Source: an optimization exercise on an open RTL-to-GDS flow (aim: small area, a short achievable clock period and few clock cycles). Production flows keep margins and buffers that such runs may drop. Function was checked by simulation only, so behaviour that the tests miss may differ from the original. No activity file was given, so power comes from the tool's default toggle rates.

==> 12-11: inputs <==
==> flow/design.v (excerpt) <==
module MyDesign (
    input  wire        dut_run,
    output reg         dut_busy,
    input  wire        reset_b,
    input  wire        clk,
    output wire        input_sram_write_enable,
    output wire [11:0] input_sram_write_addresss,
    output wire [15:0] input_sram_write_data,
    output wire [11:0] input_sram_read_address,
    input  wire [15:0] input_sram_read_data,
    output reg         output_sram_write_enable,
    output wire [11:0] output_sram_write_addresss,
    output wire [15:0] output_sram_write_data,
    output wire [11:0] output_sram_read_address,
    input  wire [15:0] output_sram_read_data,
    output wire        scratchpad_sram_write_enable,
    output wire [11:0] scratchpad_sram_write_addresss,
    output wire [15:0] scratchpad_sram_write_data,
    output wire [11:0] scratchpad_sram_read_address,
    input  wire [15:0] scratchpad_sram_read_data,
    output wire        weights_sram_write_enable,
    output wire [11:0] weights_sram_write_addresss,
    output wire [15:0] weights_sram_write_data,
    output wire [11:0] weights_sram_read_address,
    input  wire [15:0] weights_sram_read_data
);
  assign input_sram_write_enable = 1'b0;
  assign input_sram_write_addresss = 12'b0;
  assign input_sram_write_data = 16'b0;
  assign output_sram_read_address = 12'b0;
  assign scratchpad_sram_write_enable = 1'b0;
  assign scratchpad_sram_write_addresss = 12'b0;
  assign scratchpad_sram_write_data = 16'b0;
  assign scratchpad_sram_read_address = 12'b0;
  assign weights_sram_write_enable = 1'b0;
  assign weights_sram_write_addresss = 12'b0;
  assign weights_sram_write_data = 16'b0;
  reg busy;
  wire start = ~busy & dut_run;
  reg       rd;
  reg [2:0] st;
  reg [4:0] q;
  reg [6:0] raddr;
  reg [2:0] waddr_w;
  wire       q_end  = (q == 5'd31);
  wire       rd_c   = rd & ~(q_end & (st == 3'd6));
  wire [4:0] q_c    = q_end ? 5'd1 : (q == 5'd1 && st != 3'd0) ? 5'd3 : q + 5'd1;
  ...
export LEC_CHECK = 0
export ABC_AREA = 1
export CAP_MARGIN = 20
export CORE_MARGIN = 2
export CORE_UTILIZATION = 40
export CTS_BUF_LIST = sky130_fd_sc_hd__clkbuf_8 sky130_fd_sc_hd__clkbuf_16
export CTS_CLUSTER_DIAMETER = 80
export CTS_CLUSTER_SIZE = 30
export SLEW_MARGIN = 20
export SYNTH_HIERARCHICAL = 1
export SYNTH_MINIMUM_KEEP_SIZE = 0
create_clock -name core_clock -period 11.0 [get_ports {clk}]
standard.sh (not shown) runs the stock make flow with config.mk's settings and CLKGATE_MAP_FILE= SYNTH_SCRIPT=/design/flow/synth_recipe.tcl, a recipe that flattens the netlist after the stock synthesis.
==> flow/flow/run.sh <==
#!/bin/bash
# Layout: the standard ORFS flow (standard.sh, unchanged synthesis),
# with repair_timing asked to keep a setup margin of 7.6 ns on the design's
# 11 ns clock, and the port buffers made as buf_2 cells.
# Each ORFS step writes its full log under orfs/logs; make's output goes to
# standard.log.
set -o pipefail
bash standard.sh SETUP_SLACK_MARGIN=7.6 "BUFFER_PORTS_ARGS=-buffer_cell sky130_fd_sc_hd__buf_2" finish > standard.log 2>&1
==> 06-23 (differences from 12-11) <==
CORE_UTILIZATION = 55   (was 40)
==> 08-15 (differences from 12-11) <==
--- a/flow/design.v
+++ b/flow/design.v
@@ -32,56 +32,46 @@
   assign scratchpad_sram_write_addresss = 12'b0;
   assign scratchpad_sram_write_data = 16'b0;
   assign scratchpad_sram_read_address = 12'b0;
   assign weights_sram_write_enable = 1'b0;
   assign weights_sram_write_addresss = 12'b0;
   assign weights_sram_write_data = 16'b0;
   reg busy;
   wire start = ~busy & dut_run;
+  wire runi = dut_run;
   reg       rd;
   reg [2:0] st;
   reg [4:0] q;
   reg [6:0] raddr;
   reg [2:0] waddr_w;
   wire       q_end  = (q == 5'd31);
   wire       rd_c   = rd & ~(q_end & (st == 3'd6));
   wire [4:0] q_c    = q_end ? 5'd1 : (q == 5'd1 && st != 3'd0) ? 5'd3 : q + 5'd1;
   wire [2:0] st_c   = q_end ? st + 3'd1 : st;
   wire [3:0] row_c  = st_c[0] ? ~q_c[4:1] : q_c[4:1];
   wire [2:0] col_c  = st_c + {2'b0, q_c[0]};
   always @(posedge clk) begin
-    if (~reset_b) begin
-      rd <= 1'b0;
-      st <= 3'd0;
-      q <= 5'd0;
-      raddr <= 7'd0;
-      waddr_w <= 3'd0;
-    end else if (start) begin
-      rd <= 1'b1;
+    if (~reset_b) rd <= 1'b0;
+    else rd <= start | rd_c;
+    if (start) begin
       st <= 3'd0;
       q <= 5'd1;
-      raddr <= 7'd1;
-      waddr_w <= 3'd1;
-    end else begin
-      rd <= rd_c;
-      if (rd) begin
-        st <= st_c;
-        q <= q_c;
-      end
-      raddr <= rd_c ? {row_c, col_c} : 7'd0;
-      waddr_w <= (rd && st == 3'd0 && q_c <= 5'd4) ? q_c[2:0] : 3'd0;
+    end else if (rd) begin
+      st <= st_c;
+      q <= q_c;
     end
+    raddr <= start ? 7'd1 : rd_c ? {row_c, col_c} : 7'd0;
+    waddr_w <= start ? 3'd1 : (rd && st == 3'd0 && q_c <= 5'd4) ? q_c[2:0] : 3'd0;
   end
   assign input_sram_read_address = {5'b0, raddr};
   assign weights_sram_read_address = {9'b0, waddr_w};
   reg sw;
   always @(posedge clk)
-    if (~reset_b) sw <= 1'b0;
-    else sw <= rd & (q == 5'd3) & (st != 3'd0);
+    sw <= rd & (q == 5'd3) & (st != 3'd0);
   function [11:0] booth;
     input [7:0] w;
     integer j;
     reg b2, b1, b0;
     begin
       for (j = 0; j < 4; j = j + 1) begin
         b2 = w[2*j+1]; b1 = w[2*j]; b0 = (j == 0) ? 1'b0 : w[2*j-1];
         booth[3*j]   = b1 ^ b0;
@@ -1555,48 +1545,44 @@
   wire [6:0] y = acc[18] ? 7'd0 : (|acc[17:7]) ? 7'd127 : acc[6:0];
   reg [6:0] wd_lo, wd_hi;
   always @(posedge clk) begin
     wd_lo <= y;
     wd_hi <= wd_lo;
   end
   assign output_sram_write_data = {1'b0, wd_hi, 1'b0, wd_lo};
   reg [4:0] vf;
-  reg [6:0] oa;      
-  reg       odn;     
-  reg [6:0] waddr_o;
-  reg       last;
+  reg [6:0] waddr_o;   
+  reg       odn;       
+  reg       ofirst;    
+  wire      last = output_sram_write_enable & (waddr_o == 7'd97);
   always @(posedge clk) begin
     if (~reset_b) begin
       busy <= 1'b0;
       dut_busy <= 1'b0;
       vf <= 0;
       output_sram_write_enable <= 1'b0;
-      last <= 1'b0;
-      oa <= 7'd0;
-      odn <= 1'b0;
-      waddr_o <= 7'd0;
     end else begin
       vf <= {vf[3:0], rd & q[0] & (q[4:2] != 3'd0)};
       output_sram_write_enable <= vf[4];
-      last <= vf[4] & (oa == 7'd97);
-      busy <= (~busy & dut_run) | (busy & ~last);
-      dut_busy <= (~dut_busy & dut_run) | (dut_busy & ~last);
-      if (start) begin
-        oa <= 7'd0;
-        odn <= 1'b0;
-      end else if (vf[4]) begin
-        waddr_o <= oa;
-        if (~odn) begin
-          if (oa >= 7'd91) begin oa <= oa + 7'd1; odn <= 1'b1; end
-          else oa <= oa + 7'd7;
-        end else begin
-          if (oa <= 7'd6) begin oa <= oa + 7'd1; odn <= 1'b0; end
-          else oa <= oa - 7'd7;
-        end
+      busy <= (~busy & runi) | (busy & ~last);
+      dut_busy <= (~dut_busy & runi) | (dut_busy & ~last);
+    end
+    if (start) begin
+      ofirst <= 1'b1;
+      odn <= 1'b0;
+    end else if (vf[4]) begin
+      ofirst <= 1'b0;
+      if (ofirst) waddr_o <= 7'd0;
+      else if (~odn) begin
+        if (waddr_o >= 7'd91) begin waddr_o <= waddr_o + 7'd1; odn <= 1'b1; end
+        else waddr_o <= waddr_o + 7'd7;
+      end else begin
+        if (waddr_o <= 7'd6) begin waddr_o <= waddr_o + 7'd1; odn <= 1'b0; end
+        else waddr_o <= waddr_o - 7'd7;
       end
     end
   end
   assign output_sram_write_addresss = {5'b0, waddr_o};
 endmodule
 module fa (input wire a, input wire b, input wire c, output wire s, output wire co);
   assign s = a ^ b ^ c;
   assign co = (a & b) | (a & c) | (b & c);
CORE_UTILIZATION = 55   (was 40)
==> summary of the runs <==
The highest first-iteration DRC count belongs to 12-11, the lowest to 06-23.
Synthesized cell count is the same in 06-23 and 12-11.
Critical path depth: 12-11 is higher than 06-23 (2).
Against 06-23, the sequential cell count of 08-15 is lower by 7.
Count of clock-buffer cells in the layout: 12-11 is higher than 06-23 (6).
Against 08-15, the area after synthesis of 06-23 is higher by 0.64%.
The highest combinational power belongs to 08-15, the lowest to 12-11.
In register-to-register slack, 12-11 and 06-23 hardly differ.
Clock skew, lowest first: 08-15, 12-11, 06-23.
Of 08-15 and 12-11, 08-15 has the higher sequential power (gap about 4%, measured against 12-11).
The highest via count belongs to 06-23, the lowest to 12-11.
==> figures <==
                                                                            06-23             08-15             12-11
Skew-Pair Late Insertion Delay                                             610 ps            600 ps            640 ps
Cell-internal power                                                       4.58 mW           5.09 mW           4.71 mW
Multi-input combinational cell area                                     16700 um2         16600 um2         16700 um2
Worst setup slack for register-to-register paths                          7610 ps           7600 ps           7600 ps
Share of the synthesized area in compound gates (AO/OA/AOI/OAI)             0.108             0.105             0.108
Estimated wirelength of the detail-placed design                         72500 um          72500 um          69200 um
Total Die Area                                                          52200 um2         51900 um2         71500 um2
Number of global-route vias before repair                                   19962             20052             19470
Initial antenna violation count                                                 5                 2                 1
Number of non-clock buffers in the layout                                     160               159               157
Initial Util                                                                0.555             0.554             0.404
Result of the run                                no timing/DRC/antenna violations  no timing/DRC/antenna violations  no timing/DRC/antenna violations
Filler Cells Inserted                                                        4326              4267              6532
Inst Count DP                                                                3524              3473              3781
DRT iter0 DRCs                                                               2004              2068              2227
Sequential-cell power consumption                                         2.30 mW           2.41 mW           2.31 mW
Largest fanout of any net on the critical path                                 17                 2                 6
Worst hold endpoint                                              wd_hi[3]$_DFF_P_  wd_hi[3]$_DFF_P_  wd_hi[2]$_DFF_P_
Crit end category                                                            flop    primary output              flop
Number of ordinary inverters in the final layout                              314               307               314
Final Hold Slack                                                           356 ps            354 ps            350 ps
Proportion of netlist area held by the largest area contributor             0.262             0.254             0.262
Mean routed wirelength per cell                                           24.2 um           24.6 um           21.9 um
Testbench counts of 12-11, summed over its fixed seeds: cycles 13,944.
Testbench counts of 06-23, summed over its fixed seeds: cycles 13,944.
Testbench counts of 08-15, summed over its fixed seeds: cycles 13,944.

## static timing again, ports no longer ideal
The results above use ideal ports. As a check the final layouts listed here were re-extracted and re-timed, cells and wires unchanged. Step 1: set_driving_cell puts a clkbuf_16 on clk and a buf_2 on each other input, an assumption about the parent block. Step 2 also shifts input and output timing later by t, the mid clock arrival at the registers, as if the neighbouring blocks saw the same clock. Three values: ideal ports, drivers, drivers and shift; two values: the first two.
| run | t (ns) | slack for setup (ns) | slew at the worst register clock pin (ns) | worst slew at a driven data input, ns |
|---|---|---|---|---|
| 12-11 | 0.681 | 7.603 / 7.603 / 7.377 | 0.11 / 0.11 | 0.05 |
| 06-23 | 0.652 | 7.607 / 7.607 / 7.147 | 0.12 / 0.12 | 0.03 |
| 08-15 | 0.643 | 7.556 / 7.497 / 7.263 | 0.12 / 0.12 | 0.05 |
After both steps every run listed still meets setup and hold. The setup slack of 06-23, which loses most, moves by 0.000 ns with the drivers and by -0.460 ns with both steps.
